This is an optimization exercise on Yosys and OpenROAD, whose aim is small area, a short achievable clock period and few clock cycles per item, not a production implementation.
RTL that was checked went through simulation tests only; none was proved equivalent to the original.

Setup of the previous run:
==> flow/design.v <==
`timescale 1ns / 1ps
module crc_generator(
input clk,reset,
input s_axis_input_tvalid,
output logic s_axis_input_tready,
input [7:0]s_axis_input_tdata,
input s_axis_input_tlast,
output logic m_axis_output_tvalid,
input  m_axis_output_tready,
output logic [7:0]m_axis_output_tdata,
output logic m_axis_output_tlast
    );
logic [23:0] crc;
logic [7:0]  skid_data;
logic        skid_valid;
logic        skid_last;
logic [1:0]  emit_cnt;       
wire s_fire  = s_axis_input_tvalid & s_axis_input_tready;
wire o_free  = ~m_axis_output_tvalid | m_axis_output_tready;
wire       ld_skid = skid_valid;
wire       ld_crc  = ~skid_valid & (emit_cnt != 2'd0);
wire       ld_in   = ~skid_valid & (emit_cnt == 2'd0) & s_fire;
wire       o_load  = o_free & (ld_skid | ld_crc | ld_in);
wire [7:0] o_byte  = ld_skid ? skid_data : (ld_crc ? crc[23:16] : s_axis_input_tdata);
wire       o_dlast = ld_skid ? skid_last : s_axis_input_tlast;    
wire [23:0] crc_next = crc24_d8(crc, o_byte);
function [23:0] crc24_d8(input [23:0] c, input [7:0] d);
    integer k;
    reg [23:0] r;
    begin
        r = c;
        for (k = 7; k >= 0; k = k - 1)
            r = {r[22:0], 1'b0} ^ ((d[k] ^ r[23]) ? 24'h864CFB : 24'h0);
        crc24_d8 = r;
    end
endfunction
wire skid_take = s_fire & ~(o_free & ~skid_valid & (emit_cnt == 2'd0));
wire       skid_valid_n = skid_take | (skid_valid & ~o_free);
wire [1:0] emit_n       = (o_load & ~ld_crc & o_dlast) ? 2'd3 :
                          (o_load & ld_crc) ? emit_cnt - 2'd1 : emit_cnt;
always @(posedge clk) begin
    if (reset) begin
        crc <= 24'h0;
        skid_valid <= 1'b0;
        emit_cnt <= 2'd0;
        m_axis_output_tvalid <= 1'b0;
        s_axis_input_tready <= 1'b1;
    end else begin
        if (o_load)
            crc <= crc_next;
        emit_cnt <= emit_n;
        skid_valid <= skid_valid_n;
        if (o_free)
            m_axis_output_tvalid <= ld_skid | ld_crc | ld_in;
        s_axis_input_tready <= ~skid_valid_n & (emit_n == 2'd0);
    end
end
always @(posedge clk) begin
    if (o_load) begin
        m_axis_output_tdata <= o_byte;
        m_axis_output_tlast <= ld_crc & (emit_cnt == 2'd1);
    end
    if (skid_take) begin
        skid_data <= s_axis_input_tdata;
        skid_last <= s_axis_input_tlast;
    end
end
endmodule
Settings: LEC_CHECK=0, CAP_MARGIN=20, CORE_MARGIN=2, CORE_UTILIZATION=50, SLEW_MARGIN=20; clock period 5.5 ns.
run.sh (not shown) runs the stock make flow with config.mk's settings and CLKGATE_MAP_FILE= SYNTH_SCRIPT=/design/flow/synth_recipe.tcl, a recipe that flattens the netlist after the stock synthesis.
Testbench counts of the previous run, summed over its fixed seeds: cycles 15,304, blocks 64.
## Diff of input files: the current run against the previous run
==> flow/design.v, changed modules only <==
module crc_generator(
input clk,reset,
input s_axis_input_tvalid,
output logic s_axis_input_tready,
input [7:0]s_axis_input_tdata,
input s_axis_input_tlast,
output logic m_axis_output_tvalid,
input  m_axis_output_tready,
output logic [7:0]m_axis_output_tdata,
output logic m_axis_output_tlast
    );
logic [23:0] crc;
logic [1:0]  emit_cnt;       
logic        emit;           
wire o_free  = ~m_axis_output_tvalid | m_axis_output_tready;
assign s_axis_input_tready = o_free & ~emit;
wire ld_in   = s_axis_input_tvalid & s_axis_input_tready;
wire o_load  = o_free & (s_axis_input_tvalid | emit);
wire [23:0] crc_next = crc24_d8(crc, m_axis_output_tdata);
function [23:0] crc24_d8(input [23:0] c, input [7:0] d);
    integer k;
    reg [23:0] r;
    begin
        r = c;
        for (k = 7; k >= 0; k = k - 1)
            r = {r[22:0], 1'b0} ^ ((d[k] ^ r[23]) ? 24'h864CFB : 24'h0);
        crc24_d8 = r;
    end
endfunction
wire [1:0] emit_cnt_n = (ld_in & s_axis_input_tlast) ? 2'd3 :
                        (o_free & emit) ? emit_cnt - 2'd1 : emit_cnt;
always @(posedge clk) begin
    if (reset) begin
        crc <= 24'h0;
        m_axis_output_tdata <= 8'h0;
        emit_cnt <= 2'd0;
        emit <= 1'b0;
        m_axis_output_tvalid <= 1'b0;
    end else begin
        if (o_load) begin
            crc <= crc_next;
            m_axis_output_tdata <= emit ? crc_next[23:16] : s_axis_input_tdata;
        end
        emit_cnt <= emit_cnt_n;
        emit <= (emit_cnt_n != 2'd0);
        if (o_free)
            m_axis_output_tvalid <= o_load;
    end
end
always @(posedge clk) begin
    if (o_load)
        m_axis_output_tlast <= emit & (emit_cnt == 2'd1);
end
endmodule
Results
Against the previous run as the reference, the current run delivers a lower critical-path maximum fanout.
Diff the previous run -> the current run | synthesized cell count | decrease of 34
As of the current run, post-placement cell area had fallen by more than 10% compared to the previous run.
The previous run vs the current run, destination of the critical timing path: crc[14]$_SDFFE_PP0P_ vs s_axis_input_tready
Number of standard-cell rows in the floorplan (the current run over the previous run): decrease, 4
Re number of signal-net buffers in the layout: no difference whatsoever between the previous run and the current run.
Only the layout flow was run in the current run; the RTL was not checked for function there.

==> static timing again, ports no longer ideal <==
In the flow no input, the clock included, has a driving cell. The finished layouts below were timed again as built, in two steps.
Step 1 (the two cells are an assumption about what drives the block):
set clk [get_ports {clk}]
set_driving_cell -lib_cell sky130_fd_sc_hd__clkbuf_16 $clk
set_driving_cell -lib_cell sky130_fd_sc_hd__buf_2 [delete_from_list [all_inputs] $clk]
Step 2 also shifts input and output timing later by t, the mid clock arrival at the registers, as if the neighbouring blocks saw the same clock.
Slacks: no drivers / after step 1 / after step 2; pairs: no drivers / after step 1.
run	t, ns	setup slack, ns	hold WS [ns]	pins driven straight from the clock port
the previous run	0.317	2.358 / 2.358 / 2.154	0.467 / 0.467 / 0.467	1
the current run	0.315	1.796 / 1.767 / 1.767	0.462 / 0.462 / 0.462	1
After both steps setup and hold are still met in every run listed. The setup slack of the previous run, which loses most, moves by 0.000 ns with the drivers and by -0.204 ns with both steps.
